From an optimization exercise on the open Yosys and OpenROAD flow, aimed at small area; shortcuts taken in it are not production practice. Where RTL was checked, it was by simulation tests only, not by an equivalence proof against the original. Function not checked in run 1: the RTL went through the layout flow alone. The clock port is modelled as an ideal driver; clocking choices that lean on that would not hold on a real chip. Power figures rest on the tool's default switching activity, not on a simulated workload.

`flow/flow/remap.ys`:
```
# Re-map the combinational logic of the standard synthesis netlist for area.
# Register cells are kept as they are (same instances, names and types).
read_liberty -ignore_miss_func @LIB@
read_verilog -sv @IN@
hierarchy -top reaction_game_top
setattr -mod -set keep_hierarchy 1 sky130_fd_sc_hd__df* sky130_fd_sc_hd__edf* sky130_fd_sc_hd__sdf* sky130_fd_sc_hd__sedf* sky130_fd_sc_hd__dl*
flatten
opt_clean -purge
techmap
opt -fast
abc -liberty @LIB@ -dont_use sky130_fd_sc_hd__probe_p_8 -dont_use sky130_fd_sc_hd__probec_p_8 -dont_use sky130_fd_sc_hd__lpflow_bleeder_1 -dont_use sky130_fd_sc_hd__lpflow_clkbufkapwr_1 -dont_use sky130_fd_sc_hd__lpflow_clkbufkapwr_16 -dont_use sky130_fd_sc_hd__lpflow_clkbufkapwr_2 -dont_use sky130_fd_sc_hd__lpflow_clkbufkapwr_4 -dont_use sky130_fd_sc_hd__lpflow_clkbufkapwr_8 -dont_use sky130_fd_sc_hd__lpflow_clkinvkapwr_1 -dont_use sky130_fd_sc_hd__lpflow_clkinvkapwr_16 -dont_use sky130_fd_sc_hd__lpflow_clkinvkapwr_2 -dont_use sky130_fd_sc_hd__lpflow_clkinvkapwr_4 -dont_use sky130_fd_sc_hd__lpflow_clkinvkapwr_8 -dont_use sky130_fd_sc_hd__lpflow_decapkapwr_12 -dont_use sky130_fd_sc_hd__lpflow_decapkapwr_3 -dont_use sky130_fd_sc_hd__lpflow_decapkapwr_4 -dont_use sky130_fd_sc_hd__lpflow_decapkapwr_6 -dont_use sky130_fd_sc_hd__lpflow_decapkapwr_8 -dont_use sky130_fd_sc_hd__lpflow_inputiso0n_1 -dont_use sky130_fd_sc_hd__lpflow_inputiso0p_1 -dont_use sky130_fd_sc_hd__lpflow_inputiso1n_1 -dont_use sky130_fd_sc_hd__lpflow_inputiso1p_1 -dont_use sky130_fd_sc_hd__lpflow_inputisolatch_1 -dont_use sky130_fd_sc_hd__lpflow_isobufsrc_1 -dont_use sky130_fd_sc_hd__lpflow_isobufsrc_16 -dont_use sky130_fd_sc_hd__lpflow_isobufsrc_2 -dont_use sky130_fd_sc_hd__lpflow_isobufsrc_4 -dont_use sky130_fd_sc_hd__lpflow_isobufsrc_8 -dont_use sky130_fd_sc_hd__lpflow_isobufsrckapwr_16 -dont_use sky130_fd_sc_hd__lpflow_lsbuf_lh_hl_isowell_tap_1 -dont_use sky130_fd_sc_hd__lpflow_lsbuf_lh_hl_isowell_tap_2 -dont_use sky130_fd_sc_hd__lpflow_lsbuf_lh_hl_isowell_tap_4 -dont_use sky130_fd_sc_hd__lpflow_lsbuf_lh_isowell_4 -dont_use sky130_fd_sc_hd__lpflow_lsbuf_lh_isowell_tap_1 -dont_use sky130_fd_sc_hd__lpflow_lsbuf_lh_isowell_tap_2 -dont_use sky130_fd_sc_hd__lpflow_lsbuf_lh_isowell_tap_4 -script @ABC@
opt_clean -purge
splitnets
opt_clean -purge
hilomap -singleton -hicell sky130_fd_sc_hd__conb_1 HI -locell sky130_fd_sc_hd__conb_1 LO
insbuf -buf sky130_fd_sc_hd__buf_1 A X
check
tee -o @OUT@.stat stat -liberty @LIB@
select reaction_game_top
write_verilog -noattr -nohex -nodec -selected @OUT@
```
`flow/flow/area.abc`:
```
strash
dch
map -a
&get -n
&st
&dch
&nf -R 1000
&put
```
`flow/flow/run.sh`:
```
#!/bin/bash
# Own layout flow: the standard synthesis, then an area-oriented re-mapping
# of the combinational logic (registers kept as the standard synthesis made
# them, same instances and names), then the standard layout steps.
set -euo pipefail
W=$PWD
F=$W/flow
R=$W/orfs/results/$FLOW_PLATFORM/reaction_game_top/base
LIB=$FLOW_HOME/platforms/$FLOW_PLATFORM/lib/sky130_fd_sc_hd__tt_025C_1v80.lib

# 1. standard synthesis
bash standard.sh synth > $W/log_1_synth.txt 2>&1

# 2. re-map the combinational logic for area
cp $R/1_2_yosys.v $W/std_1_2_yosys.v
sed -e "s#@LIB@#$LIB#g" -e "s#@IN@#$W/std_1_2_yosys.v#g" -e "s#@OUT@#$W/remap_1_2_yosys.v#g" \
    -e "s#@ABC@#$F/area.abc#g" $F/remap.ys > $W/remap.ys
yosys -s $W/remap.ys > $W/log_2_remap.txt 2>&1
cp $W/remap_1_2_yosys.v $R/1_2_yosys.v
rm -f $R/1_synth.odb $R/1_synth.sdc

# 3. standard layout from the re-mapped netlist
export BUFFER_PORTS_ARGS="-buffer_cell sky130_fd_sc_hd__buf_1"
export CTS_ARGS="-sink_clustering_enable -repair_clock_nets -dont_use_dummy_load -buf_list sky130_fd_sc_hd__clkbuf_8 -root_buf sky130_fd_sc_hd__clkbuf_8 -sink_clustering_size 25 -sink_clustering_max_diameter 100"
bash standard.sh finish > $W/log_3_layout.txt 2>&1
```
`flow/constraint.sdc`:
```
create_clock -name core_clock -period 100.0 [get_ports {CLK100MHZ}]
set_input_delay 20.0000 -clock core_clock [delete_from_list [all_inputs] [get_ports {CLK100MHZ}]]
set_output_delay 20.0000 -clock core_clock [all_outputs]
set_load 0.01 [all_outputs]
```
`flow/standard.sh`:
```
#!/bin/bash
# synth_recipe.tcl (not shown) runs the flow's synth.tcl, then flattens the netlist and writes it again
# the make line also repeats each setting of config.mk as NAME=value (left out here)
make -C /OpenROAD-flow-scripts/flow DESIGN_CONFIG=/design/flow/config.mk WORK_HOME=/design/flow/orfs CLKGATE_MAP_FILE= SYNTH_SCRIPT=/design/flow/synth_recipe.tcl "${@:-finish}"
```
`flow/config.mk`:
```
export PLATFORM = sky130hd
export DESIGN_NAME = reaction_game_top
export DESIGN_NICKNAME = reaction_game_top
export VERILOG_FILES = /design/flow/design.v
export SDC_FILE = /design/flow/constraint.sdc
export NUM_CORES = 4
export LEC_CHECK = 0
export CAP_MARGIN = 20
export CORE_MARGIN = 2
export CORE_UTILIZATION = 40
export SLEW_MARGIN = 20
```
`flow/design.v`:
```
module seg_decoder (
    input  [3:0] digit,
    output [6:0] seg
    );
    wire [3:0] d = digit;
    assign seg[0] = (d[2]&~d[1]&~d[0]) | (d[3]&d[1]&d[0]) | (~d[3]&~d[2]&~d[1]&d[0]);
    assign seg[1] = ~((~d[2]) | (~d[3]&~d[1]&~d[0]) | (~d[3]&d[1]&d[0]));
    assign seg[2] = (d[3]&d[2]) | (~d[3]&~d[2]&d[1]&~d[0]);
    assign seg[3] = (d[2]&d[1]&d[0]) | (d[3]&d[1]) | (~d[3]&~d[2]&~d[1]&d[0]) | (~d[3]&d[2]&~d[1]&~d[0]);
    assign seg[4] = d[0] | (~d[3]&d[2]&~d[1]);
    assign seg[5] = (d[1]&d[0]) | (~d[3]&~d[2]&d[0]) | (~d[3]&~d[2]&d[1]);
    assign seg[6] = (~d[3]&~d[2]&~d[1]) | (d[3]&d[2]&~d[1]) | (~d[3]&d[2]&d[1]&d[0]);
endmodule
module seven_seg_display (
    input  [2:0]  sel,
    input         blank,
    input  [15:0] cur,
    input  [15:0] best,
    output [7:0]  an,
    output [6:0]  seg,
    output        dp
    );
    wire [7:0] on = 8'd1 << sel;                     
    wire [31:0] v = {best, cur & {16{~blank}}};
    reg  [3:0] digit;
    integer j;
    always @(*) begin
        digit = 4'd0;
        for (j = 0; j < 8; j = j + 1)
            digit = digit | (v[4*j +: 4] & {4{on[j]}});
    end
    seg_decoder dec (.digit(digit), .seg(seg));
    assign an = ~on;
    assign dp = ~(on[3] | on[7]) | (digit[3] & digit[2]);
endmodule
module clock_divider (
    input            clk,
    input            rst,
    output reg [9:0] scan,
    output           tick
    );
    reg  [4:0] c25;
    wire [10:0] cy;                        
    assign cy[0] = 1'b1;
    genvar i;
    generate for (i = 0; i < 10; i = i + 1) begin : g_scan
        assign cy[i+1] = cy[i] & scan[i];
    end endgenerate
    wire wrap = c25[4] & c25[3];           
    wire [4:0] c25_inc = {c25[4] ^ (&c25[3:0]), c25[3] ^ (&c25[2:0]),
                          c25[2] ^ (&c25[1:0]), c25[1] ^ c25[0], ~c25[0]};
    always @(posedge clk) begin
        scan <= rst ? 10'd0 : (scan ^ cy[9:0]);
        c25  <= rst ? 5'd31 : (wrap ? 5'd0 : c25_inc);
    end
    assign tick = wrap & ~c25[0] & ~scan[1] & ~scan[0];
endmodule
module debouncer (
    input      clk,
    input      rst,    
    input      I,      
    output reg O       
    );
    localparam [9:0] CLR   = 10'd97;
    localparam [9:0] HMASK = 10'b1101111110;
    localparam [9:0] HIT   = 10'b0101010100;
    reg       Iv;
    reg [9:0] q;
    wire same = ~(I ^ Iv);
    wire clr  = rst | ~same;
    wire hit  = ((q & HMASK) == HIT);
    always @(posedge clk) begin
        Iv <= I & ~rst;
        q  <= clr ? CLR : {~q[8:0], q[2] ^ q[9]};
        O  <= ~rst & ((same & hit) ? Iv : O);
    end
endmodule
module lfsr_random (
    input         clk,
    input         load,    
    output [11:0] lfsr
    );
    localparam [11:0] SEED = 12'hACE;
    localparam [11:0] POL  = 12'hAAA;
    reg  [11:0] s;
    assign lfsr = s ^ POL;
    wire fb = lfsr[11] ^ lfsr[3] ^ lfsr[2] ^ lfsr[0];
    always @(posedge clk)
        s <= load ? (SEED ^ POL) : ({lfsr[10:0], fb} ^ POL);
endmodule
module reaction_timer (
    input             clk,
    input             clear,
    input             fail,
    input             load,        
    input      [15:0] load_val,
    input             inc,
    input             bcd,
    output reg [15:0] t
    );
    function [4:0] dig;            
        input [3:0] d;
        input c, dec;
        reg w, c1, c2, c3;
        begin
            c1 = c & d[0];
            c2 = c1 & d[1];
            c3 = c2 & d[2];
            w  = c & dec & d[3] & d[0];             
            dig = {c & d[3] & d[0] & (dec | (d[1] & d[2])),
                   (d[3] ^ c3) & ~w, d[2] ^ c2, (d[1] ^ c1) & ~w, d[0] ^ c};
        end
    endfunction
    wire [4:0] n0 = dig(t[3:0],   inc,   bcd);
    wire [4:0] n1 = dig(t[7:4],   n0[4], bcd);
    wire [4:0] n2 = dig(t[11:8],  n1[4], bcd);
    wire [4:0] n3 = dig(t[15:12], n2[4], 1'b0);
    wire [15:0] nx = {n3[3:0], n2[3:0], n1[3:0], n0[3:0]};
    localparam [15:0] FAILV = 16'hEA1C;
    always @(posedge clk)
        t <= clear ? 16'h0000 : fail ? FAILV : (nx | (load_val & {16{load}}));
endmodule
module max_record_tracker (
    input         clk,
    input         clear,
    input         update,
    input  [15:0] cur,
    output [15:0] best
    );
    reg  [15:0] bn;
    assign best = ~bn;
    wire [16:0] y;
    assign y[0] = 1'b1;
    genvar i;
    generate for (i = 0; i < 16; i = i + 1) begin : g_cmp
        assign y[i+1] = (cur[i] & bn[i]) | (cur[i] & y[i]) | (bn[i] & y[i]);
    end endgenerate
    wire take = update & ~y[16];
    always @(posedge clk)
        bn <= clear ? 16'h0000 : (take ? ~cur : bn);
endmodule
module reaction_game_top(
    input        CLK100MHZ,
    input        RST,
    input        BTNC,
    input        BTNL,
    input        BTNR,
    output [6:0] SEG,
    output [7:0] AN,
    output       DP,
    output       LED15
    );
    wire btnc, btnl, btnr;
    debouncer db_start(.clk(CLK100MHZ), .rst(RST), .I(BTNC), .O(btnc));
    debouncer db_react(.clk(CLK100MHZ), .rst(RST), .I(BTNL), .O(btnl));
    debouncer db_reset(.clk(CLK100MHZ), .rst(RST), .I(BTNR), .O(btnr));
    wire [9:0] scan;
    wire tick;
    clock_divider tbase(.clk(CLK100MHZ), .rst(RST), .scan(scan), .tick(tick));
    wire [11:0] lfsr;
    lfsr_random rnd(.clk(CLK100MHZ), .load(RST | btnr), .lfsr(lfsr));
    localparam [2:0] S_SHOW  = 3'b000,
                     S_SHOW1 = 3'b001,
                     S_WAIT  = 3'b011,
                     S_DELAY = 3'b010,
                     S_REACT = 3'b100;
    reg [2:0] state;
    wire [15:0] t;
    wire [15:0] best;
    wire big = (lfsr >= 12'd3001);
    wire end_big    = ~t[12] & t[10] & t[9] & t[5] & t[4] & t[3] & t[1];
    wire end_nonbig = t[13] & t[8] & t[7] & t[6] & t[5] & t[4] & t[1] & t[0];
    wire delay_end  = end_big | end_nonbig;
    wire timeout = t[15] & t[13];                     
    wire go   = ~RST & ~btnr;
    wire in_show = (state == S_SHOW) | (state == S_SHOW1);
    reg [2:0] nstate;
    always @(*) begin
        nstate = state;
        case (state)
            S_SHOW, S_SHOW1: nstate = btnc ? S_WAIT : S_SHOW;
            S_WAIT:  nstate = btnl ? S_SHOW : S_DELAY;
            S_DELAY: if (btnl) nstate = S_SHOW;
                     else if (tick & delay_end) nstate = S_REACT;
            S_REACT: if (btnl) nstate = S_SHOW1;
                     else if (timeout) nstate = S_SHOW;
            default: nstate = S_SHOW;
        endcase
    end
    always @(posedge CLK100MHZ)
        state <= go ? nstate : S_SHOW;
    wire t_clear = ~go | (in_show & btnc) | ((state == S_DELAY) & tick & delay_end & ~btnl);
    wire t_fail  = ((state == S_WAIT) | (state == S_DELAY)) & btnl
                 | (state == S_REACT) & ~btnl & timeout;
    wire t_load  = (state == S_WAIT);
    wire t_inc   = tick & ((state == S_DELAY) | (state == S_REACT));
    reaction_timer tm(.clk(CLK100MHZ), .clear(t_clear), .fail(t_fail),
        .load(t_load), .load_val({3'b000, ~big, ~lfsr}),
        .inc(t_inc), .bcd(state[2]), .t(t));
    max_record_tracker mr(.clk(CLK100MHZ), .clear(~go), .update(state == S_SHOW1),
        .cur(t), .best(best));
    seven_seg_display disp(.sel(scan[9:7]), .blank(state == S_DELAY),
        .cur(t), .best(best), .an(AN), .seg(SEG), .dp(DP));
    assign LED15 = (state == S_REACT);
endmodule
```
==> results.toml, run 1 <==
[synthesis]
synth-warning-count = 7
netlist_instances = 462
syn_area_cell_sq_um = 8.41
syn_area_sq_mm = 0.00388
synth.net_count = 467

[global_route]
grt.total_usage = 0.183
globalRouteOverflowTotal = 0
grt_antenna_before_repair = 0
first_pass_grt_wire_length_um = 15200
vias_in_the_first_global_route = 3234
grt_start_max_net_pins = 31

[critical_path]
critical_path_required_ns = 80.00
critical_path_class = "flip-flop to primary output"
crit_path_end_kind = "primary output"
launch_point_of_the_worst_path = "tbase.scan[7]"
worst_reg2reg_startpoint = "tbase.c25[4]"
startpoint_type = "flip-flop"
crit_end = "SEG[6]"
timing.reg2reg.worst_path_depth = 9
cp_max_fo = 13
regToRegEndpoint = "tm.t[15]"
r2r_setup_slack_ns = 97.09
critPathArrivalTime_ns = 2.70

[power]
internal_power_uw = 49.9
power.sequential.fraction = 0.651
p_sw_uw = 14.4
sw_frac_of_total = 0.223
share_of_power_burned_in_combinational_logic = 0.044
power.clock.fraction = 0.305
power.density_mw_per_mm2 = 15.0
power.ir.vdd_worst_mv = 0.00620
total_leakage_power_nw = 1.60

[routing]
antenna_violating_nets_post_route = 0
detailroute.via_count = 3425
average_via_count_per_standard_cell = 5.49
routed_wirelength_um = 8790
drt-pass1-iter-count = 5
initialDrtViolationCount = 158
wl_cell_um = 14.1
post-route-drc-count = 0

[clock_network]
path_clk_slew_ns = 0.11
clk_latency_ns = 0.37
tritoncts_buffers = 9
tritoncts = "done"
number_of_gates_given_a_new_drive_strength_after_cts = 0
cts_hold_repair.buffers = 0
cts.repair_timing.setup_buffer_count = 0
htree_num_levels = 3
cts_root_buf = "sky130_fd_sc_hd__clkbuf_8"
clock_sink_count = 98
clockBufferDepth = 2

[run_status]
run_status = "finished clean"

[finish]
final_nets = 502
final_cell_area_sq_mm = 0.00428
layout-drive-gt1-share = 0.0263
fillerInstances = 944
antenna-diode-count = 0
area_growth_pct = 10.1

[floorplan]
design.core.area_sq_mm = 0.00933
floorplan.initialDensity = 0.416
std_cell_rows = 35
overall_die_width_um = 103
io_pins = 22
die-area_sq_mm = 0.0105
die_h_um = 103

[sta]
final_report_max_slew_violation_count = 0
clock-skew-final_ns = 0.0370
finalHoldViolCount = 0
totalNegativeSetupSlack_ns = 0
period_minus_slack_ns = 22.70
clock.fmax_mhz = 44.1
rsz0062_at_grt = "no"
relSlewSlack = 0.438
timing_worst_slew_pin_value_ns = 0.843
setup-violations-final = 0
period_share = 0.227

[place]
place.port_buffers = 21
placed_area_sq_mm = 0.00415
finalWeightedCongestion = 0.827
dp_hpwl_um = 6350

[min_path]
timing.hold.worst.class = "flip-flop to flip-flop"

[run]
max_cap_viols = 0
-- state kept, by name, indices dropped and copies added (netlist names) --
register,count
db_react.O,1
db_reset.O,1
db_react.Iv,1
mr.bn,16
db_start.O,1
tbase.scan,10
db_react.q,10
state,3
db_reset.q,10
db_reset.Iv,1
db_start.q,10
tbase.c25,5
rnd.s,12
db_start.Iv,1
tm.t,16
-- layer usage --
metal,part of all wire,GRT usage,vias up
met2,0.46,0.305,73
met3,0.047,0.0393,14
met5,0,0,-
li1,-,-,1725
met1,0.47,0.236,1613
met4,0.020,0.0626,0
-- power groups by stage --
stage	Clock [mW]	Combinational, mW	Sequential, mW
after detailed placement	0	0.00289	0.0427
after global placement	0	0.00276	0.0427
after CTS	0.0204	0.00289	0.0418
after floorplan	0	0.00206	0.0424
after global routing	0.0221	0.00332	0.0421
final	0.0196	0.00285	0.0418
-- cells in the final DEF (no fill, tap or decap), types with 6 or more instances in the layout --
master / n
sky130_fd_sc_hd__a31oi_1: 7
sky130_fd_sc_hd__clkinv_1: 11
sky130_fd_sc_hd__nand4_1: 6
sky130_fd_sc_hd__and3_1: 7
sky130_fd_sc_hd__buf_1: 21
sky130_fd_sc_hd__or3_1: 6
sky130_fd_sc_hd__a22oi_1: 12
sky130_fd_sc_hd__nand2_1: 45
sky130_fd_sc_hd__dfxtp_1: 98
sky130_fd_sc_hd__o22ai_1: 18
sky130_fd_sc_hd__o21ai_0: 26
sky130_fd_sc_hd__a21oi_1: 49
sky130_fd_sc_hd__nor2_1: 80
sky130_fd_sc_hd__nor3_1: 10
sky130_fd_sc_hd__clkbuf_8: 9
sky130_fd_sc_hd__xnor2_1: 7
sky130_fd_sc_hd__nand3_1: 12
sky130_fd_sc_hd__a21o_1: 6
sky130_fd_sc_hd__nor2b_1: 10
-- worst min-delay path by stage --
stage                     slack (ns)           from       endpoint  cells past startpoint
after floorplan                 0.35  db_reset.q[5]  db_reset.q[6]                      1
after global placement          0.36  db_start.q[5]  db_start.q[6]                      1
after detailed placement        0.37  db_reset.q[4]  db_reset.q[5]                      1
after CTS                       0.38  db_start.q[4]  db_start.q[5]                      1
after global routing            0.40  db_reset.q[7]  db_reset.q[8]                      1
final                           0.38  db_start.q[4]  db_start.q[5]                      1
-- through the flow --
stage	utilization	cells	hold WS, ns	power (mW)	setup slack [ns]
2_1_floorplan	-	462	0.353	0.0445	78.12
3_3_place_gp	0.445	615	0.361	0.0454	77.89
3_5_place_dp	0.445	615	0.368	0.0456	77.75
4_1_cts	0.458	624	0.376	0.0651	77.33
5_1_grt	0.458	624	0.399	0.0675	77.00
6_report	0.458	624	0.375	0.0642	77.30
-- worst max-delay path, cell delays in order (launching register included) --
cell and delay, ns:
sky130_fd_sc_hd__dfxtp_1 0.55, sky130_fd_sc_hd__nor3b_1 0.56, sky130_fd_sc_hd__a22oi_1 0.14, sky130_fd_sc_hd__a21oi_1 0.19, sky130_fd_sc_hd__or3_1 0.22, sky130_fd_sc_hd__clkinv_1 0.10, sky130_fd_sc_hd__nor2_1 0.19, sky130_fd_sc_hd__nand2_1 0.10
sky130_fd_sc_hd__o22ai_1 0.13, sky130_fd_sc_hd__buf_1 0.17
-- cell type report --
type	instances	area, sq um	share of cell area
Sequential cell	98	1960	0.459
Timing Repair Buffer	24	101	0.0237
Tap cell	129	161	0.0377
Inverter	11	41.3	0.00965
Multi-Input combinational cell	353	1890	0.441
Clock buffer	9	124	0.0290
==> run 2, diff against run 1 <==
--- a/flow/design.v
+++ b/flow/design.v
@@ -62,17 +62,15 @@
     output reg O       
     );
     localparam [9:0] CLR   = 10'd97;
-    localparam [9:0] HMASK = 10'b1101111110;
-    localparam [9:0] HIT   = 10'b0101010100;
-    reg       Iv;
-    reg [9:0] q;
-    wire same = ~(I ^ Iv);
-    wire clr  = rst | ~same;
+    localparam [9:0] HMASK = 10'b1011111101;
+    localparam [9:0] HIT   = 10'b0001010101;
+    reg  [9:0] q;
+    wire diff = I ^ O;
     wire hit  = ((q & HMASK) == HIT);
+    wire clr  = rst | ~diff | hit;            
     always @(posedge clk) begin
-        Iv <= I & ~rst;
-        q  <= clr ? CLR : {~q[8:0], q[2] ^ q[9]};
-        O  <= ~rst & ((same & hit) ? Iv : O);
+        q <= clr ? CLR : {~q[8:0], q[2] ^ q[9]};
+        O <= ~rst & (O ^ (diff & hit));
     end
 endmodule
 module lfsr_random (
==> run 2 against run 1 <==
Still clean on timing, DRC and antenna. Worst setup slack worse by 0.011 ns. Utilization fell by 1.0 points. Non-clock buffer count fell by 1. Wire length fell by 3.7%. Clock power hardly changed. Clock skew fell by 0.016 ns. Area after synthesis decreased by 3.2%. Maximum frequency about the same. Die area decreased by 3.0%. Hold slack improved by 0.0067 ns. Flip-flop and latch count shrank 3. Register-to-register slack worse by 0.03 ns.
==> results.toml, run 2 <==
[place]
placed_area_sq_mm = 0.00400
dp_slack_ns = 77.75
dp_hpwl_um = 5900
place.port_buffers = 21
finalWeightedCongestion = 0.905

[clock_network]
cts.repair_timing.setup_buffer_count = 0
clock_sink_count = 95
tritoncts = "done"
path_clk_slew_ns = 0.08
htree_num_levels = 3
clk_latency_ns = 0.35
clockBufferDepth = 2
cts_hold_repair.buffers = 0
cts_root_buf = "sky130_fd_sc_hd__clkbuf_8"
tritoncts_buffers = 9
number_of_gates_given_a_new_drive_strength_after_cts = 0

[global_route]
first_pass_grt_wire_length_um = 14100
vias_in_the_first_global_route = 3037
global_route.usage.met2 = 0.265
globalRouteOverflowTotal = 0
global_route.usage.met1 = 0.233
grt.total_usage = 0.173
grt_antenna_before_repair = 0
global_route.peak_usage_layer = "met2"
grt_start_max_net_pins = 25
groute.layer.met3.usage = 0.0374

[power]
power.density_mw_per_mm2 = 15.0
share_of_power_burned_in_combinational_logic = 0.039
sw_frac_of_total = 0.222
total_leakage_power_nw = 1.52
internal_power_uw = 48.2
power.ir.vdd_worst_mv = 0.00640
design_power_total_uw = 62.0
power.sequential.fraction = 0.649
p_sw_uw = 13.8
power.clock.fraction = 0.312

[routing]
wl_cell_um = 14.3
post-route-drc-count = 0
average_via_count_per_standard_cell = 5.63
routed_wirelength_um = 8470
initialDrtViolationCount = 208
antenna_violating_nets_post_route = 0
detailroute.via_count = 3345
drt-pass1-iter-count = 5

[critical_path]
cp_max_fo = 13
critPathArrivalTime_ns = 2.71
critical_path_class = "flip-flop to primary output"
critPathTopFamily = "simple AND/OR/NAND/NOR gates"
cp_cell_sequence = "nor3b_1, a22oi_1, a21oi_1, nor3_1, nor2_1, clkinv_1, a21oi_1, buf_1"
crit_path_max_incr_delay_ns = 0.57
startpoint_type = "flip-flop"
critical_path_required_ns = 80.00
path_common_cell = "sky130_fd_sc_hd__a21oi_1"
timing.critical_path.slowest_stage_cell = "sky130_fd_sc_hd__nor3b_1"
crit_buf_inv = 2
r2r_setup_slack_ns = 97.06
crit_path_end_kind = "primary output"

[synthesis]
syn_area_sq_mm = 0.00376
synth-warning-count = 7
netlist_instances = 451
syn_area_cell_sq_um = 8.34
synth.net_count = 456

[min_path]
timing.hold.worst.class = "flip-flop to flip-flop"

[sta]
setup-violations-final = 0
final_report_max_slew_violation_count = 0
rsz0062_at_grt = "no"
relSlewSlack = 0.400
totalNegativeSetupSlack_ns = 0
period_minus_slack_ns = 22.71
final.setup.worst_slack_ns = 77.29
clock-skew-final_ns = 0.0211
timing_worst_slew_pin_value_ns = 0.900
finalHoldViolCount = 0
clock.fmax_mhz = 44.0
period_share = 0.227

[finish]
area_growth_pct = 9.61
layout-drive-gt1-share = 0.0248
final_cell_area_sq_mm = 0.00412
final_nets = 490
most_used_cells_in_the_layout_excluding_fill_and_tap_cells = "95 x sky130_fd_sc_hd__dfxtp_1, 76 x sky130_fd_sc_hd__nor2_1, 51 x sky130_fd_sc_hd__a21oi_1"
antenna-diode-count = 0
post_route_core_utilization = 0.448
layout.cells.most_common = "sky130_fd_sc_hd__dfxtp_1"
fillerInstances = 934
largest_registers = "mr.bn: 16 flops, tm.t: 16 flops, rnd.s: 12 flops"

[floorplan]
std_cell_rows = 35
io_pins = 22
floorplan.initialDensity = 0.409
die_h_um = 101
design.core.area_sq_mm = 0.00920
die-area_sq_mm = 0.0102
overall_die_width_um = 101

[run_status]
run_status = "finished clean"

[run]
max_cap_viols = 0
==> run 2: final cells by class <==
cell class,instances,area [sq um],area share
Tap cell,111,139,0.0337
Inverter,16,60.1,0.0146
Sequential cell,95,1900,0.461
Timing Repair Buffer,23,93.8,0.0228
Clock buffer,9,124,0.0300
Multi-Input combinational cell,340,1810,0.438
==> run 2: path summary, 6_finish.rpt <==
path / startpoint / endpoint / depth (start not counted)
min: db_start.q[8] / db_start.q[9] / 1
max reg2reg: state[2] / tm.t[15] / 9
max: tbase.scan[7] / SEG[5] / 8
min reg2reg: db_start.q[8] / db_start.q[9] / 1
==> run 2: per-stage QoR <==
stage / hold WS (ns) / instances
2_1_floorplan: 0.354 / 451
3_3_place_gp: 0.366 / 585
3_5_place_dp: 0.368 / 585
4_1_cts: 0.374 / 594
5_1_grt: 0.392 / 594
6_report: 0.382 / 594
==> run 2: worst reg2reg max path: cells and delay by family (launching register included) <==
kind               cells  cell delay (ns)
AOI/OAI and AO/OA      2             0.42
DFF                    1             0.50
and+or+nand+nor        7             1.96
==> run 2: power groups by stage <==
stage          clock network, mW  logic [mW]  registers (mW)
6_report                  0.0193     0.00243          0.0402
5_1_grt                   0.0216     0.00289          0.0405
4_1_cts                   0.0202     0.00247          0.0402
3_5_place_dp                   0     0.00247          0.0411
3_3_place_gp                   0     0.00238          0.0411
2_1_floorplan                  0     0.00179          0.0408
==> run 2: routing by layer <==
metal  wire, um  vias to the layer above
li1           -                     1692
met4        157                        0
met3        341                       14
met1       4250                     1558
met2       3730                       81
met5          0                        -
==> run 3, diff against run 2 <==
==> flow/flow/area.abc (replaced) <==
&get -n
&st
&deepsyn -T 30
&put
dch
map -a
mfs
&get -n
&st
&dch
&nf -R 1000
&put
==> run 3 against run 2 <==
Hold slack barely moved. Utilization fell by 0.29 points. Clock-buffer cell count did not move. Still clean on timing, DRC and antenna. First-iteration DRC count fell by 18%. Global-route usage fell by 0.76 points. Total power fell by 0.19%. Clock power fell by 3%. Clock skew rose by 0.020 ns.
==> results.toml, run 3 <==
[run_status]
run_status = "finished clean"

[global_route]
global_route.usage.met2 = 0.274
first_pass_grt_wire_length_um = 13500
global_route.peak_usage_layer = "met2"
grt.total_usage = 0.165
globalRouteOverflowTotal = 0
grt_antenna_before_repair = 0
vias_in_the_first_global_route = 2948
global_route.usage.met1 = 0.211
grt_start_max_net_pins = 25
groute.layer.met3.usage = 0.0444

[finish]
layout-drive-gt1-share = 0.0190
antenna-diode-count = 0
most_used_cells_in_the_layout_excluding_fill_and_tap_cells = "95 x sky130_fd_sc_hd__dfxtp_1, 63 x sky130_fd_sc_hd__nor2_1, 59 x sky130_fd_sc_hd__nand2_1"
fillerInstances = 935
final_cell_area_sq_mm = 0.00408
final_nets = 481
multi_input_area_sq_mm = 0.00177
largest_registers = "mr.bn: 16 flops, tm.t: 16 flops, rnd.s: 12 flops"
register_area_sq_mm = 0.00190
layout.cells.most_common = "sky130_fd_sc_hd__dfxtp_1"
area_growth_pct = 9.14

[floorplan]
die_h_um = 101
design.core.area_sq_mm = 0.00915
die-area_sq_mm = 0.0101
floorplan.initialDensity = 0.408
std_cell_rows = 35
overall_die_width_um = 101
io_pins = 22

[clock_network]
cts.repair_timing.setup_buffer_count = 0
tritoncts_buffers = 9
clock_sink_count = 95
clk_latency_ns = 0.36
tritoncts = "done"
path_clk_slew_ns = 0.10
htree_num_levels = 3
cts_hold_repair.buffers = 0
number_of_gates_given_a_new_drive_strength_after_cts = 0
clockBufferDepth = 2
cts_root_buf = "sky130_fd_sc_hd__clkbuf_8"

[min_path]
timing.hold.worst.class = "flip-flop to flip-flop"

[sta]
totalNegativeSetupSlack_ns = 0
clock.fmax_mhz = 43.9
fin_worst_hold_slack_ns = 0.382
period_share = 0.228
finalHoldViolCount = 0
period_minus_slack_ns = 22.76
clock-skew-final_ns = 0.0412
timing_worst_slew_pin_value_ns = 0.972
final.setup.worst_slack_ns = 77.24
relSlewSlack = 0.350
rsz0062_at_grt = "no"
setup-violations-final = 0
final_report_max_slew_violation_count = 0

[place]
dp_hpwl_um = 6070
place.port_buffers = 21
placed_area_sq_mm = 0.00395
finalWeightedCongestion = 0.858
dp_slack_ns = 77.59

[routing]
drt-pass1-iter-count = 5
routed_wirelength_um = 8170
post-route-drc-count = 0
average_via_count_per_standard_cell = 5.56
antenna_violating_nets_post_route = 0
initialDrtViolationCount = 170
wl_cell_um = 14.0
detailroute.via_count = 3252

[critical_path]
critical_path_required_ns = 80.00
crit_path_end_kind = "primary output"
critPathArrivalTime_ns = 2.76
startpoint_type = "flip-flop"
cp_max_fo = 13
critical_path_class = "flip-flop to primary output"

[power]
internal_power_uw = 48.5
power.ir.vdd_worst_mv = 0.00750
share_of_power_burned_in_combinational_logic = 0.044
p_sw_uw = 13.4
power.clock.fraction = 0.304
power.sequential.fraction = 0.652
total_leakage_power_nw = 1.51
power.density_mw_per_mm2 = 15.2
sw_frac_of_total = 0.217
design_power_total_uw = 61.9

[synthesis]
syn_area_cell_sq_um = 8.41
syn_area_sq_mm = 0.00374
synth.net_count = 449
synth-warning-count = 7
netlist_instances = 444

[run]
max_cap_viols = 0
-- run 3: final timing paths --
path	slack (ns)	cells after the start	start	end
min reg2reg	0.38	1	db_reset.q[4]	db_reset.q[5]
max reg2reg	96.73	12	tbase.c25[0]	tm.t[15]
max	77.24	9	tbase.scan[7]	SEG[0]
min	0.38	1	db_reset.q[4]	db_reset.q[5]
-- run 3: metal layers --
layer | wire length [um] | vias up
li1 | - | 1646
met1 | 3810 | 1485
met2 | 3800 | 113
met3 | 486 | 8
met4 | 76 | 0
met5 | 0 | -
-- run 3: worst max-delay path: stages (launching register included) --
cell	delay, ns
sky130_fd_sc_hd__dfxtp_1	0.54
sky130_fd_sc_hd__nor3b_1	0.19
sky130_fd_sc_hd__a222oi_1	0.41
sky130_fd_sc_hd__a21oi_1	0.12
sky130_fd_sc_hd__or3_1	0.39
sky130_fd_sc_hd__o21ai_0	0.31
sky130_fd_sc_hd__nor2_1	0.07
sky130_fd_sc_hd__a21oi_1	0.17
sky130_fd_sc_hd__o21ai_0	0.10
sky130_fd_sc_hd__buf_1	0.13
-- run 3: through the flow --
step,util,std cells
floorplan,-,444
global placement,0.432,576
global route,0.446,585
detailed placement,0.432,576
CTS,0.446,585
finish,0.446,585
-- run 3: final cells by class --
cell class,count,share of cell area
tap,111,0.0341
inverter,17,0.0156
multi-input combinational,332,0.434
clock buffer,9,0.0304
timing repair buffer,21,0.0193
sequential,95,0.466
-- run 3: power by group through the flow --
stage	combinational, mW	clock [mW]	sequential, mW
6_report	0.00273	0.0188	0.0404
5_1_grt	0.00318	0.0211	0.0406
4_1_cts	0.00278	0.0198	0.0404
3_5_place_dp	0.00277	0	0.0412
3_3_place_gp	0.00271	0	0.0412
2_1_floorplan	0.00210	0	0.0409
==> run 4, diff against run 3 <==
==> flow/flow/area.abc (replaced) <==
strash
dch
map -a
&get -n
&st
&dch
&nf -R 1000
&put
--- a/flow/config.mk
+++ b/flow/config.mk
@@ -5,7 +5,8 @@
 export SDC_FILE = /design/flow/constraint.sdc
 export NUM_CORES = 4
 export LEC_CHECK = 0
-export CAP_MARGIN = 20
+export CAP_MARGIN = 0
 export CORE_MARGIN = 2
-export CORE_UTILIZATION = 40
-export SLEW_MARGIN = 20
+export CORE_UTILIZATION = 65
+export PLACE_DENSITY = 0.8
+export SLEW_MARGIN = 0
==> run 4 against run 3 <==
Design area up 0.12%. Via count rose by 4.5%. Worst setup slack better by 0.049 ns. Flip-flop and latch count unchanged. Non-clock buffer count up 3. Hold slack better by 0.0086 ns. Largest cell class unchanged. Utilization grew 29 points. Wire length up 4.3%. Clock-buffer cell count unchanged. Critical endpoint is now SEG[5]. Still clean.
==> results.toml, run 4 <==
[finish]
layout.cells.most_common = "sky130_fd_sc_hd__dfxtp_1"
area_growth_pct = 8.51
layout-drive-gt1-share = 0.0269
final_nets = 491
most_used_cells_in_the_layout_excluding_fill_and_tap_cells = "95 x sky130_fd_sc_hd__dfxtp_1, 76 x sky130_fd_sc_hd__nor2_1, 51 x sky130_fd_sc_hd__a21oi_1"
largest_registers = "mr.bn: 16 flops, tm.t: 16 flops, rnd.s: 12 flops"
fillerInstances = 450
antenna-diode-count = 0

[place]
dp_slack_ns = 77.77
place.port_buffers = 21
dp_hpwl_um = 5990
finalWeightedCongestion = 0.903

[sta]
final_report_max_slew_violation_count = 0
period_share = 0.227
relSlewSlack = 0.192
setup-violations-final = 0
clock-skew-final_ns = 0.0291
final.setup.worst_slack_ns = 77.29
clock.fmax_mhz = 44.0
timing_worst_slew_pin_value_ns = 1.21
period_minus_slack_ns = 22.71
rsz0062_at_grt = "no"
finalHoldViolCount = 0
totalNegativeSetupSlack_ns = 0

[clock_network]
path_clk_slew_ns = 0.08
number_of_gates_given_a_new_drive_strength_after_cts = 0
cts_hold_repair.buffers = 0
cts_root_buf = "sky130_fd_sc_hd__clkbuf_8"
tritoncts_buffers = 9
htree_num_levels = 3
cts.repair_timing.setup_buffer_count = 0
clk_latency_ns = 0.36
clock_sink_count = 95
clockBufferDepth = 2
tritoncts = "done"

[floorplan]
floorplan.initialDensity = 0.679
io_pins = 22
overall_die_width_um = 80.1
std_cell_rows = 27
design.core.area_sq_mm = 0.00554
die-area_sq_mm = 0.00641
die_h_um = 80.1

[run]
max_cap_viols = 0

[routing]
initialDrtViolationCount = 307
routed_wirelength_um = 8520
detailroute.via_count = 3397
post-route-drc-count = 0
wl_cell_um = 15.3
drt-pass1-iter-count = 5
antenna_violating_nets_post_route = 0
average_via_count_per_standard_cell = 6.11

[synthesis]
synth.net_count = 456
synth-warning-count = 7
netlist_instances = 451
syn_area_cell_sq_um = 8.34
syn_area_sq_mm = 0.00376

[global_route]
grt_start_max_net_pins = 24
grt.total_usage = 0.285
globalRouteOverflowTotal = 0
vias_in_the_first_global_route = 3106
grt_antenna_before_repair = 0
first_pass_grt_wire_length_um = 14300

[power]
power.density_mw_per_mm2 = 15.2
power.ir.vdd_worst_mv = 0.0132
total_leakage_power_nw = 1.53

[critical_path]
startpoint_type = "flip-flop"
critPathTopFamily = "simple AND/OR/NAND/NOR gates"
crit_path_end_kind = "primary output"
critPathArrivalTime_ns = 2.71
path_common_cell = "sky130_fd_sc_hd__a21oi_1"
cp_cell_sequence = "nor3b_1, a22oi_1, a21oi_1, nor3_1, nor2_1, clkinv_1, a21oi_1, buf_1"
crit_buf_inv = 2
crit_path_max_incr_delay_ns = 0.56
cp_max_fo = 13
critical_path_required_ns = 80.00
critical_path_class = "flip-flop to primary output"
timing.critical_path.slowest_stage_cell = "sky130_fd_sc_hd__nor3b_1"

[run_status]
run_status = "finished clean"

[min_path]
timing.hold.worst.class = "flip-flop to flip-flop"
run 4: cell types whose count changed in the layout (fill, tap and decap cells not counted), moves of 4 or more:
| cell | previous run | this run |
|---|---|---|
| sky130_fd_sc_hd__o32ai_1 | 4 | 0 |
| sky130_fd_sc_hd__nand2b_1 | 6 | 2 |
| sky130_fd_sc_hd__nor2_1 | 63 | 76 |
| sky130_fd_sc_hd__a21oi_1 | 32 | 51 |
| sky130_fd_sc_hd__nand2_1 | 59 | 46 |
| sky130_fd_sc_hd__o21ai_0 | 38 | 29 |
| sky130_fd_sc_hd__o21bai_1 | 3 | 9 |
run 4: path summary, 6_finish.rpt:
path | cells past startpoint | end | slack, ns | startpoint
max | 8 | SEG[5] | 77.29 | tbase.scan[7]
min | 1 | db_reset.q[2] | 0.39 | db_reset.q[1]
max reg2reg | 12 | mr.bn[5] | 97.01 | tm.t[1]
min reg2reg | 1 | db_reset.q[2] | 0.39 | db_reset.q[1]
run 4: layout make-up:
class / count / area [sq um] / area share
Sequential cell: 95 / 1900 / 0.466
Inverter: 16 / 60.1 / 0.0147
Multi-Input combinational cell: 340 / 1810 / 0.442
Tap cell: 72 / 90.1 / 0.0221
Timing Repair Buffer: 24 / 101 / 0.0248
Clock buffer: 9 / 124 / 0.0303
run 4: metrics by stage:
stage | cell area, sq um | instances | utilization | total power, mW | hold slack, ns
final | 4080 | 556 | 0.737 | 0.0623 | 0.391
after global routing | 4080 | 556 | 0.737 | 0.0643 | 0.399
after CTS | 4080 | 556 | 0.737 | 0.0624 | 0.392
after detailed placement | 3960 | 547 | 0.715 | 0.0436 | 0.373
after global placement | 3960 | 547 | 0.715 | 0.0434 | 0.368
after floorplan | 3760 | 451 | - | 0.0426 | 0.354
run 4: per-layer routing:
metal	up-vias	GRT usage	part of all wire
met5	-	0	0
met4	0	0.100	0.022
li1	1693	-	-
met1	1573	0.385	0.47
met3	28	0.0708	0.055
met2	103	0.447	0.45
run 4: report_power, final:
group	switching, mW	total [mW]	internal, mW	leakage, nW
registers	0.00104	0.0402	0.0392	0.777
clock network	0.0114	0.0195	0.00809	0.0647
logic	0.00152	0.00248	0.000958	0.685
==> run 5, diff against run 4 <==
--- a/flow/design.v
+++ b/flow/design.v
@@ -37,7 +37,8 @@
     input            clk,
     input            rst,
     output reg [9:0] scan,
-    output           tick
+    output           tick,
+    output           tick_early
     );
     reg  [4:0] c25;
     wire [10:0] cy;                        
@@ -54,6 +55,7 @@
         c25  <= rst ? 5'd31 : (wrap ? 5'd0 : c25_inc);
     end
     assign tick = wrap & ~c25[0] & ~scan[1] & ~scan[0];
+    assign tick_early = c25[4] & ~c25[3] & c25[2] & c25[1] & c25[0] & scan[1] & scan[0];
 endmodule
 module debouncer (
     input      clk,
@@ -76,13 +78,15 @@
 module lfsr_random (
     input         clk,
     input         load,    
-    output [11:0] lfsr
+    output [11:0] lfsr,
+    output [11:0] lfsr_next    
     );
     localparam [11:0] SEED = 12'hACE;
     localparam [11:0] POL  = 12'hAAA;
     reg  [11:0] s;
     assign lfsr = s ^ POL;
     wire fb = lfsr[11] ^ lfsr[3] ^ lfsr[2] ^ lfsr[0];
+    assign lfsr_next = {lfsr[10:0], fb};
     always @(posedge clk)
         s <= load ? (SEED ^ POL) : ({lfsr[10:0], fb} ^ POL);
 endmodule
@@ -116,7 +120,7 @@
     wire [15:0] nx = {n3[3:0], n2[3:0], n1[3:0], n0[3:0]};
     localparam [15:0] FAILV = 16'hEA1C;
     always @(posedge clk)
-        t <= clear ? 16'h0000 : fail ? FAILV : (nx | (load_val & {16{load}}));
+        t <= (clear ? 16'h0000 : fail ? FAILV : nx) | (load_val & {16{load}});
 endmodule
 module max_record_tracker (
     input         clk,
@@ -153,51 +157,49 @@
     debouncer db_react(.clk(CLK100MHZ), .rst(RST), .I(BTNL), .O(btnl));
     debouncer db_reset(.clk(CLK100MHZ), .rst(RST), .I(BTNR), .O(btnr));
     wire [9:0] scan;
-    wire tick;
-    clock_divider tbase(.clk(CLK100MHZ), .rst(RST), .scan(scan), .tick(tick));
-    wire [11:0] lfsr;
-    lfsr_random rnd(.clk(CLK100MHZ), .load(RST | btnr), .lfsr(lfsr));
-    localparam [2:0] S_SHOW  = 3'b000,
-                     S_SHOW1 = 3'b001,
-                     S_WAIT  = 3'b011,
-                     S_DELAY = 3'b010,
-                     S_REACT = 3'b100;
-    reg [2:0] state;
+    wire tick, tick_early;
+    clock_divider tbase(.clk(CLK100MHZ), .rst(RST), .scan(scan), .tick(tick),
+        .tick_early(tick_early));
+    wire [11:0] lfsr, lfsr_next;
+    lfsr_random rnd(.clk(CLK100MHZ), .load(RST | btnr), .lfsr(lfsr),
+        .lfsr_next(lfsr_next));
+    localparam [1:0] S_SHOW  = 2'b00,
+                     S_SHOW1 = 2'b01,
+                     S_DELAY = 2'b10,
+                     S_REACT = 2'b11;
+    reg [1:0] state;
+    wire st_show  = ~state[1];                        
+    wire st_show1 = (state == S_SHOW1);
+    wire st_delay = (state == S_DELAY);
+    wire st_react = (state == S_REACT);
     wire [15:0] t;
     wire [15:0] best;
-    wire big = (lfsr >= 12'd3001);
-    wire end_big    = ~t[12] & t[10] & t[9] & t[5] & t[4] & t[3] & t[1];
-    wire end_nonbig = t[13] & t[8] & t[7] & t[6] & t[5] & t[4] & t[1] & t[0];
-    wire delay_end  = end_big | end_nonbig;
+    wire big = (lfsr_next >= 12'd3001);
+    wire end_big    = ~t[12] & t[10] & t[9] & t[5] & t[4] & t[3] & t[1] & t[0];
+    wire end_nonbig = t[13] & t[8] & t[7] & t[6] & t[5] & t[4] & t[2];
+    wire delay_end  = tick & (end_big | end_nonbig);
     wire timeout = t[15] & t[13];                     
-    wire go   = ~RST & ~btnr;
-    wire in_show = (state == S_SHOW) | (state == S_SHOW1);
-    reg [2:0] nstate;
+    wire go    = ~RST & ~btnr;
+    wire start = st_show & btnc;
+    reg [1:0] nstate;
     always @(*) begin
-        nstate = state;
         case (state)
-            S_SHOW, S_SHOW1: nstate = btnc ? S_WAIT : S_SHOW;
-            S_WAIT:  nstate = btnl ? S_SHOW : S_DELAY;
-            S_DELAY: if (btnl) nstate = S_SHOW;
-                     else if (tick & delay_end) nstate = S_REACT;
-            S_REACT: if (btnl) nstate = S_SHOW1;
-                     else if (timeout) nstate = S_SHOW;
-            default: nstate = S_SHOW;
+            S_SHOW, S_SHOW1: nstate = btnc ? S_DELAY : S_SHOW;
+            S_DELAY: nstate = btnl ? S_SHOW : (delay_end ? S_REACT : S_DELAY);
+            default: nstate = btnl ? S_SHOW1 : (timeout ? S_SHOW : S_REACT);
         endcase
     end
     always @(posedge CLK100MHZ)
         state <= go ? nstate : S_SHOW;
-    wire t_clear = ~go | (in_show & btnc) | ((state == S_DELAY) & tick & delay_end & ~btnl);
-    wire t_fail  = ((state == S_WAIT) | (state == S_DELAY)) & btnl
-                 | (state == S_REACT) & ~btnl & timeout;
-    wire t_load  = (state == S_WAIT);
-    wire t_inc   = tick & ((state == S_DELAY) | (state == S_REACT));
+    wire t_clear = ~go | start | (st_delay & delay_end & ~btnl);
+    wire t_fail  = st_delay & btnl | st_react & ~btnl & timeout;
+    wire t_inc   = st_delay & tick_early | st_react & tick;
     reaction_timer tm(.clk(CLK100MHZ), .clear(t_clear), .fail(t_fail),
-        .load(t_load), .load_val({3'b000, ~big, ~lfsr}),
-        .inc(t_inc), .bcd(state[2]), .t(t));
-    max_record_tracker mr(.clk(CLK100MHZ), .clear(~go), .update(state == S_SHOW1),
+        .load(go & start), .load_val({3'b000, ~big, ~lfsr_next}),
+        .inc(t_inc), .bcd(state[0]), .t(t));
+    max_record_tracker mr(.clk(CLK100MHZ), .clear(~go), .update(st_show1),
         .cur(t), .best(best));
-    seven_seg_display disp(.sel(scan[9:7]), .blank(state == S_DELAY),
+    seven_seg_display disp(.sel(scan[9:7]), .blank(st_delay),
         .cur(t), .best(best), .an(AN), .seg(SEG), .dp(DP));
-    assign LED15 = (state == S_REACT);
-endmodule
+    assign LED15 = st_react;
+endmodule
==> flow/flow/area.abc (replaced) <==
&get -n
&st
&deepsyn -T 30
&put
dch
map -a
mfs
&get -n
&st
&dch
&nf -R 1000
&put
==> flow/config.mk (replaced) <==
export PLATFORM = sky130hd
export DESIGN_NAME = reaction_game_top
export DESIGN_NICKNAME = reaction_game_top
export VERILOG_FILES = /design/flow/design.v
export SDC_FILE = /design/flow/constraint.sdc
export NUM_CORES = 4
export LEC_CHECK = 0
export CAP_MARGIN = 20
export CORE_MARGIN = 2
export CORE_UTILIZATION = 40
export SLEW_MARGIN = 20
==> run 5 against run 4 <==
Global-route usage is 11 points lower. Still clean. Flip-flop and latch count is 1 lower. Clock skew decreased by 0.0060 ns. First-iteration DRC count shrank 46%.
==> results.toml, run 5 <==
[run]
max_cap_viols = 0

[floorplan]
design.core.area_sq_mm = 0.00911
floorplan.initialDensity = 0.407
std_cell_rows = 35
die_h_um = 100
die-area_sq_mm = 0.0101
overall_die_width_um = 100
io_pins = 22

[global_route]
grt_start_max_net_pins = 27
vias_in_the_first_global_route = 3083
first_pass_grt_wire_length_um = 14500
global_route.peak_usage_layer = "met2"
global_route.usage.met2 = 0.300
grt.total_usage = 0.180
globalRouteOverflowTotal = 0
grt_antenna_before_repair = 0
global_route.usage.met1 = 0.230
groute.layer.met3.usage = 0.0355

[synthesis]
syn_area_cell_sq_um = 8.45
synth.net_count = 444
netlist_instances = 439
syn_area_sq_mm = 0.00371
synth-warning-count = 7

[clock_network]
htree_num_levels = 3
cts.repair_timing.setup_buffer_count = 0
clockBufferDepth = 2
clk_latency_ns = 0.35
number_of_gates_given_a_new_drive_strength_after_cts = 0
path_clk_slew_ns = 0.09
cts_root_buf = "sky130_fd_sc_hd__clkbuf_8"
cts_hold_repair.buffers = 0
clock_sink_count = 94
tritoncts = "done"
tritoncts_buffers = 9

[sta]
clock.fmax_mhz = 43.0
setup-violations-final = 0
rsz0062_at_grt = "no"
totalNegativeSetupSlack_ns = 0
relSlewSlack = 0.521
final_report_max_slew_violation_count = 0
finalHoldViolCount = 0
clock-skew-final_ns = 0.0230
period_minus_slack_ns = 23.24
fin_worst_hold_slack_ns = 0.380
timing_worst_slew_pin_value_ns = 0.719
period_share = 0.232

[critical_path]
crit_path_max_incr_delay_ns = 0.63
cp_cell_sequence = "nand2_1, nor2_1, a22oi_1, a21oi_1, a31oi_1, nand2_1, a21oi_1, or2_0, nand3b_1, o21ai_0, a21oi_1, nor2b_1, buf_1"
crit_path_end_kind = "primary output"
r2r_setup_slack_ns = 96.30
regToRegEndpoint = "tm.t[15]"
cp_max_fo = 17
timing.reg2reg.worst_path_depth = 13
worst_reg2reg_startpoint = "state[1]"
critical_path_required_ns = 80.00
critPathArrivalTime_ns = 3.24
crit_buf_inv = 1
critical_path_class = "flip-flop to primary output"
timing.critical_path.slowest_stage_cell = "sky130_fd_sc_hd__dfxtp_1"
startpoint_type = "flip-flop"
critPathTopFamily = "simple AND/OR/NAND/NOR gates"
path_common_cell = "sky130_fd_sc_hd__a21oi_1"

[finish]
area_growth_pct = 9.65
most_used_cells_in_the_layout_excluding_fill_and_tap_cells = "94 x sky130_fd_sc_hd__dfxtp_1, 65 x sky130_fd_sc_hd__nor2_1, 48 x sky130_fd_sc_hd__nand2_1"
largest_registers = "mr.bn: 16 flops, tm.t: 16 flops, rnd.s: 12 flops"
fillerInstances = 943
layout-drive-gt1-share = 0.0255
final_nets = 478
final-instance-count-excl-fill = 582
antenna-diode-count = 0
layout.cells.most_common = "sky130_fd_sc_hd__dfxtp_1"

[place]
place.port_buffers = 21
finalWeightedCongestion = 0.835
dp_hpwl_um = 6190
number_of_placed_cells_counting_well_taps = 573

[routing]
antenna_violating_nets_post_route = 0
post-route-drc-count = 0
routed_wirelength_um = 8640
wl_cell_um = 14.8
detailroute.via_count = 3261
average_via_count_per_standard_cell = 5.60
drt-pass1-iter-count = 4
initialDrtViolationCount = 166

[power]
power.density_mw_per_mm2 = 15.4
power.ir.vdd_worst_mv = 0.00713
total_leakage_power_nw = 1.46

[min_path]
min_delay_path_depth = 1
timing.hold.worst.class = "flip-flop to flip-flop"
worst_hold_startpoint = "db_react.q[5]"
hold-path-endpoint = "db_react.q[6]"

[run_status]
run_status = "finished clean"
-- run 5: cell type report --
type	instances	area, sq um	area share
repair buffers	23	95.1	0.0234
well taps	111	139	0.0342
clock buffers	9	124	0.0305
multi-input cells	336	1790	0.441
inverters	9	33.8	0.00831
flip-flops and latches	94	1880	0.463
-- run 5: through the flow --
stage	worst slack (ns)	util	area, sq um	power, mW
after floorplan	77.48	-	3710	0.0431
after global placement	77.40	0.433	3940	0.0441
after detailed placement	77.21	0.433	3940	0.0442
after CTS	76.80	0.446	4070	0.0634
after global routing	76.39	0.446	4070	0.0658
final	76.76	0.446	4070	0.0627
-- run 5: where the power goes --
| part | switching (mW) | total [mW] | internal [mW] | leakage [nW] |
|---|---|---|---|---|
| registers | 0.00114 | 0.0401 | 0.0389 | 0.769 |
| clock network | 0.0113 | 0.0193 | 0.00808 | 0.0647 |
| logic | 0.00189 | 0.00330 | 0.00141 | 0.630 |
-- run 5: worst max-delay path by stage --
stage | slack (ns) | endpoint | cells past startpoint | startpoint
final | 76.76 | SEG[1] | 13 | tbase.scan[7]
after global routing | 76.39 | SEG[1] | 13 | tbase.scan[7]
after CTS | 76.80 | SEG[1] | 13 | tbase.scan[7]
after detailed placement | 77.21 | SEG[1] | 13 | tbase.scan[7]
after global placement | 77.40 | SEG[1] | 13 | tbase.scan[7]
after floorplan | 77.48 | SEG[1] | 11 | tbase.scan[7]
-- run 5: layer usage --
metal  part of all wire  vias to the layer above  routed length [um]
li1                   -                     1637                   -
met1               0.47                     1540                4100
met2               0.47                       65                4020
met3              0.039                       19                 340
met4              0.020                        0                 176
met5                  0                        -                   0
==> run 6, diff against run 5 <==
--- a/flow/flow/run.sh
+++ b/flow/flow/run.sh
@@ -21,5 +21,9 @@
 
 # 3. standard layout from the re-mapped netlist
 export BUFFER_PORTS_ARGS="-buffer_cell sky130_fd_sc_hd__buf_1"
-export CTS_ARGS="-sink_clustering_enable -repair_clock_nets -dont_use_dummy_load -buf_list sky130_fd_sc_hd__clkbuf_8 -root_buf sky130_fd_sc_hd__clkbuf_8 -sink_clustering_size 25 -sink_clustering_max_diameter 100"
+# clock tree: the leaf buffers are placed by flow/pre_cts.tcl; CTS then only
+# sees the clock net (one sink) and leaves it as it is
+export PRE_CTS_TCL=$F/pre_cts.tcl
+export CLK_GROUPS=5
+export CTS_ARGS="-clk_nets CLK100MHZ -repair_clock_nets -dont_use_dummy_load -buf_list sky130_fd_sc_hd__clkbuf_8"
 bash standard.sh finish > $W/log_3_layout.txt 2>&1
==> flow/flow/pre_cts.tcl (new file) <==
# Manual leaf level of the clock tree: split the registers into NG groups by
# location and drive each group from its own clock buffer, fed by the clock
# net; clock_tree_synthesis then builds the tree above these buffers.
set ng [expr {[info exists ::env(CLK_GROUPS)] ? $::env(CLK_GROUPS) : 5}]
set bufm [expr {[info exists ::env(CLK_LEAF_BUF)] ? $::env(CLK_LEAF_BUF) : "sky130_fd_sc_hd__clkbuf_8"}]
set block [ord::get_db_block]
set clknet [$block findNet CLK100MHZ]
set sinks {}
foreach it [$clknet getITerms] {
  set inst [$it getInst]
  lappend sinks [list $it [lindex [$inst getLocation] 0] [lindex [$inst getLocation] 1]]
}
set n [llength $sinks]
puts "manual clock leaves: $n sinks into $ng groups"
# groups: columns by x, then rows by y within each column
set ncol [expr {$ng >= 4 ? 2 : 1}]
set byx [lsort -integer -index 1 $sinks]
set groups {}
set done 0; set gdone 0
for {set c 0} {$c < $ncol} {incr c} {
  set gc [expr {(($c + 1) * $ng) / $ncol - ($c * $ng) / $ncol}]
  set cnt [expr {(($gdone + $gc) * $n) / $ng - $done}]
  set col [lsort -integer -index 2 [lrange $byx $done [expr {$done + $cnt - 1}]]]
  for {set r 0} {$r < $gc} {incr r} {
    set lo [expr {($r * $cnt) / $gc}]
    set hi [expr {(($r + 1) * $cnt) / $gc - 1}]
    lappend groups [lrange $col $lo $hi]
  }
  incr done $cnt; incr gdone $gc
}
set master [[ord::get_db] findMaster $bufm]
# root buffer between the clock port and the leaf buffers
set rootm [[ord::get_db] findMaster [expr {[info exists ::env(CLK_ROOT_BUF)] ? $::env(CLK_ROOT_BUF) : "sky130_fd_sc_hd__clkbuf_4"}]]
set root [odb::dbInst_create $block $rootm "clkroot"]
set rootnet [odb::dbNet_create $block "clkroot_net"]
$rootnet setSigType CLOCK
[$root findITerm A] connect $clknet
[$root findITerm X] connect $rootnet
set rx 0; set ry 0
foreach s $sinks { set rx [expr {$rx + [lindex $s 1]}]; set ry [expr {$ry + [lindex $s 2]}] }
$root setLocation [expr {$rx / $n}] [expr {$ry / $n}]
$root setPlacementStatus PLACED
for {set g 0} {$g < $ng} {incr g} {
  set grp [lindex $groups $g]
  set sx 0; set sy 0
  foreach s $grp { set sx [expr {$sx + [lindex $s 1]}]; set sy [expr {$sy + [lindex $s 2]}] }
  set cx [expr {$sx / [llength $grp]}]; set cy [expr {$sy / [llength $grp]}]
  set inst [odb::dbInst_create $block $master "clkleaf_$g"]
  set net [odb::dbNet_create $block "clkleaf_net_$g"]
  $net setSigType CLOCK
  foreach s $grp {
    set it [lindex $s 0]
    $it disconnect
    $it connect $net
  }
  [$inst findITerm A] connect $rootnet
  [$inst findITerm X] connect $net
  $inst setLocation $cx $cy
  $inst setPlacementStatus PLACED
}
==> run 6 against run 5 <==
Still clean on timing, DRC and antenna. First-iteration DRC count increased by 2.4%. Clock skew fell by 0.0054 ns. Total power shrank 5.6%. Synthesized cell count stayed put. Area after synthesis unchanged. Cell count fell by 0.52%. Via count decreased by 0.12%. Largest cell class unchanged.
==> results.toml, run 6 <==
[run_status]
run_status = "finished clean"

[finish]
layout-drive-gt1-share = 0.0192
final_nets = 475
area_growth_pct = 8.37
largest_registers = "mr.bn: 16 flops, tm.t: 16 flops, rnd.s: 12 flops"
most_used_cells_in_the_layout_excluding_fill_and_tap_cells = "94 x sky130_fd_sc_hd__dfxtp_1, 65 x sky130_fd_sc_hd__nor2_1, 48 x sky130_fd_sc_hd__nand2_1"
post_route_core_utilization = 0.441
antenna-diode-count = 0
layout.cells.most_common = "sky130_fd_sc_hd__dfxtp_1"
final_cell_area_sq_mm = 0.00402

[sta]
fin_worst_hold_slack_ns = 0.388
finalHoldViolCount = 0
clock-skew-final_ns = 0.0177
totalNegativeSetupSlack_ns = 0
period_share = 0.233
period_minus_slack_ns = 23.30
setup-violations-final = 0
rsz0062_at_grt = "no"
clock.fmax_mhz = 42.9
timing_worst_slew_pin_value_ns = 0.705
final.setup.worst_slack_ns = 76.70
final_report_max_slew_violation_count = 0
relSlewSlack = 0.530

[synthesis]
synth-warning-count = 7
syn_area_sq_mm = 0.00371
syn_area_cell_sq_um = 8.45
synth.net_count = 444
netlist_instances = 439

[min_path]
timing.hold.worst.class = "flip-flop to flip-flop"

[global_route]
globalRouteOverflowTotal = 0
first_pass_grt_wire_length_um = 14300
grt_antenna_before_repair = 0
grt.total_usage = 0.170
vias_in_the_first_global_route = 3022
grt_start_max_net_pins = 27

[critical_path]
crit_path_end_kind = "primary output"
critPathTopFamily = "simple AND/OR/NAND/NOR gates"
crit_buf_inv = 1
critical_path_required_ns = 80.00
cp_cell_sequence = "nand2_1, nor2_1, a22oi_1, a21oi_1, a31oi_1, nand2_1, a21oi_1, or2_0, nand3b_1, o21ai_0, a21oi_1, nor2b_1, buf_1"
critical_path_class = "flip-flop to primary output"
critPathArrivalTime_ns = 3.30
crit_path_max_incr_delay_ns = 0.64
path_common_cell = "sky130_fd_sc_hd__a21oi_1"
timing.critical_path.slowest_stage_cell = "sky130_fd_sc_hd__dfxtp_1"
startpoint_type = "flip-flop"
cp_max_fo = 17

[floorplan]
overall_die_width_um = 100
die-area_sq_mm = 0.0101
floorplan.initialDensity = 0.407
io_pins = 22
design.core.area_sq_mm = 0.00911
std_cell_rows = 35
die_h_um = 100

[routing]
average_via_count_per_standard_cell = 5.63
wl_cell_um = 14.9
post-route-drc-count = 0
drt-pass1-iter-count = 4
routed_wirelength_um = 8620
initialDrtViolationCount = 170
detailroute.via_count = 3257
antenna_violating_nets_post_route = 0

[place]
place.port_buffers = 21
placed_area_sq_mm = 0.00394
dp_slack_ns = 77.21
finalWeightedCongestion = 0.835
dp_hpwl_um = 6190

[run]
max_cap_viols = 0

[power]
power.density_mw_per_mm2 = 14.7
power.ir.vdd_worst_mv = 0.0111
total_leakage_power_nw = 1.44

[clock_network]
cts_hold_repair.buffers = 0
cts.repair_timing.setup_buffer_count = 0
number_of_gates_given_a_new_drive_strength_after_cts = 0
path_clk_slew_ns = 0.11
clk_latency_ns = 0.42
-- run 6: final cells by class --
cell class                 instances  area [sq um]
tap                              111           139
fill                             945          5090
multi-input combinational        336          1790
sequential                        94          1880
inverter                           9          33.8
timing repair buffer              23          95.1
buffer                             6          76.3
-- run 6: path summary, 6_finish.rpt --
kind                       from            end  slack (ns)  cells after the start
setup / recovery  tbase.scan[7]         SEG[1]       76.70                     13
hold / removal    db_react.q[4]  db_react.q[5]        0.39                      1
setup reg to reg       state[1]       tm.t[15]       96.28                     13
hold reg to reg   db_react.q[4]  db_react.q[5]        0.39                      1
-- run 6: where the power goes --
| part | switching, mW | internal, mW |
|---|---|---|
| registers | 0.00114 | 0.0389 |
| clock network | 0.0108 | 0.00502 |
| logic | 0.00188 | 0.00141 |
-- run 6: through the flow --
step | instances | power (mW)
global route | 579 | 0.0619
floorplan | 439 | 0.0431
global placement | 573 | 0.0441
detailed placement | 573 | 0.0442
finish | 579 | 0.0592
CTS | 579 | 0.0557
-- run 6: routing by layer --
metal	track usage	wire [um]	part of all wire	vias to the layer above
met4	0.0390	234	0.027	0
met1	0.231	4000	0.46	1522
met5	0	0	0	-
met2	0.296	3920	0.46	84
met3	0.0118	459	0.053	16
li1	-	-	-	1635
==> run 7, diff against run 6 <==
--- a/flow/flow/run.sh
+++ b/flow/flow/run.sh
@@ -24,6 +24,6 @@
 # clock tree: the leaf buffers are placed by flow/pre_cts.tcl; CTS then only
 # sees the clock net (one sink) and leaves it as it is
 export PRE_CTS_TCL=$F/pre_cts.tcl
-export CLK_GROUPS=5
+export CLK_GROUPS=6
 export CTS_ARGS="-clk_nets CLK100MHZ -repair_clock_nets -dont_use_dummy_load -buf_list sky130_fd_sc_hd__clkbuf_8"
 bash standard.sh finish > $W/log_3_layout.txt 2>&1
==> run 7 against run 6 <==
Synthesized cell count is the same. First-iteration DRC count decreased by 1.8%. Clock power increased by 8%. Via count rose by 0.12%. Flip-flop and latch count stayed put. Worst setup slack lost 0.016 ns. Maximum frequency barely moved. Utilization increased by 0.15 points. Register-to-register slack about the same. Wire length rose by 1.1%. Sequential power barely moved. Combinational power hardly changed.
==> results.toml, run 7 <==
[run_status]
run_status = "finished clean"

[sta]
final_report_max_slew_violation_count = 0
clock-skew-final_ns = 0.0164
relSlewSlack = 0.529
timing_worst_slew_pin_value_ns = 0.707
totalNegativeSetupSlack_ns = 0
period_share = 0.233
setup-violations-final = 0
rsz0062_at_grt = "no"
period_minus_slack_ns = 23.32
finalHoldViolCount = 0
clock.fmax_mhz = 42.9

[synthesis]
synth.net_count = 444
syn_area_cell_sq_um = 8.45
syn_area_sq_mm = 0.00371
netlist_instances = 439
synth-warning-count = 7

[routing]
post-route-drc-count = 0
drt-pass1-iter-count = 4
average_via_count_per_standard_cell = 5.62
wl_cell_um = 15.0
routed_wirelength_um = 8710
detailroute.via_count = 3261
initialDrtViolationCount = 167
antenna_violating_nets_post_route = 0

[critical_path]
crit_path_max_incr_delay_ns = 0.64
worst_reg2reg_startpoint = "state[1]"
timing.critical_path.slowest_stage_cell = "sky130_fd_sc_hd__dfxtp_1"
crit_path_end_kind = "primary output"
cp_max_fo = 17
cp_cell_sequence = "nand2_1, nor2_1, a22oi_1, a21oi_1, a31oi_1, nand2_1, a21oi_1, or2_0, nand3b_1, o21ai_0, a21oi_1, nor2b_1, buf_1"
critPathArrivalTime_ns = 3.32
startpoint_type = "flip-flop"
timing.reg2reg.worst_path_depth = 13
path_common_cell = "sky130_fd_sc_hd__a21oi_1"
r2r_setup_slack_ns = 96.29
regToRegEndpoint = "tm.t[15]"
critical_path_required_ns = 80.00
critical_path_class = "flip-flop to primary output"

[power]
total_leakage_power_nw = 1.45
power.ir.vdd_worst_mv = 0.00885
power.density_mw_per_mm2 = 15.0

[run]
max_cap_viols = 0

[place]
finalWeightedCongestion = 0.835
place.port_buffers = 21
number_of_placed_cells_counting_well_taps = 573
dp_hpwl_um = 6190

[floorplan]
overall_die_width_um = 100
io_pins = 22
floorplan.initialDensity = 0.407
die-area_sq_mm = 0.0101
std_cell_rows = 35
design.core.area_sq_mm = 0.00911
die_h_um = 100

[global_route]
grt.total_usage = 0.170
first_pass_grt_wire_length_um = 14400
vias_in_the_first_global_route = 3043
grt_start_max_net_pins = 27
globalRouteOverflowTotal = 0
grt_antenna_before_repair = 0

[finish]
antenna-diode-count = 0
final-instance-count-excl-fill = 580
final_nets = 476
layout-drive-gt1-share = 0.0213
largest_registers = "mr.bn: 16 flops, tm.t: 16 flops, rnd.s: 12 flops"
post_route_core_utilization = 0.443
most_used_cells_in_the_layout_excluding_fill_and_tap_cells = "94 x sky130_fd_sc_hd__dfxtp_1, 65 x sky130_fd_sc_hd__nor2_1, 48 x sky130_fd_sc_hd__nand2_1"
fillerInstances = 941
area_growth_pct = 8.74
layout.cells.most_common = "sky130_fd_sc_hd__dfxtp_1"

[clock_network]
number_of_gates_given_a_new_drive_strength_after_cts = 0
cts.repair_timing.setup_buffer_count = 0
path_clk_slew_ns = 0.11
cts_hold_repair.buffers = 0
clk_latency_ns = 0.44

[min_path]
min_delay_path_depth = 1
timing.hold.worst.class = "flip-flop to flip-flop"
worst_hold_startpoint = "db_react.q[4]"
hold-path-endpoint = "db_react.q[5]"
==> run 7: how the worst max path moves through the flow <==
stage	start	to	slack [ns]	cells past startpoint
after floorplan	tbase.scan[7]	SEG[1]	77.48	11
after global placement	tbase.scan[7]	SEG[1]	77.40	13
after detailed placement	tbase.scan[7]	SEG[1]	77.21	13
after CTS	tbase.scan[7]	SEG[1]	77.20	13
after global routing	tbase.scan[7]	SEG[1]	76.31	13
final	tbase.scan[7]	SEG[1]	76.68	13
==> run 7: layout make-up <==
| cell class | instances | area, sq um | area share |
|---|---|---|---|
| Sequential cell | 94 | 1880 | 0.467 |
| Tap cell | 111 | 139 | 0.0344 |
| Timing Repair Buffer | 23 | 95.1 | 0.0236 |
| Buffer | 7 | 90.1 | 0.0223 |
| Multi-Input combinational cell | 336 | 1790 | 0.445 |
| Inverter | 9 | 33.8 | 0.00838 |
==> run 7: layer usage <==
metal | GRT usage | up-vias | wire [um]
li1 | - | 1637 | -
met1 | 0.229 | 1527 | 4100
met2 | 0.298 | 77 | 4050
met3 | 0.0125 | 20 | 355
met4 | 0.0411 | 0 | 199
met5 | 0 | - | 0
==> run 7: per-stage QoR <==
stage | power (mW) | hold slack [ns] | area (sq um) | setup WS, ns
2_1_floorplan | 0.0431 | 0.358 | 3710 | 77.48
3_3_place_gp | 0.0441 | 0.368 | 3940 | 77.40
3_5_place_dp | 0.0442 | 0.369 | 3940 | 77.21
4_1_cts | 0.0568 | 0.369 | 4030 | 77.20
5_1_grt | 0.0630 | 0.401 | 4030 | 76.31
6_report | 0.0605 | 0.384 | 4030 | 76.68
==> run 7: where the power goes <==
group	internal [mW]	switching (mW)
Sequential	0.0389	0.00114
Clock	0.00586	0.0113
Combinational	0.00141	0.00191
==> run 7: worst max-delay path: cells and delay by family (launching register included) <==
| kind | cells | cell delay (ns) |
|---|---|---|
| AO/OA/AOI/OAI | 6 | 0.84 |
| buffers and inverters | 1 | 0.16 |
| flip-flops | 1 | 0.64 |
| AND/OR/NAND/NOR | 6 | 1.23 |
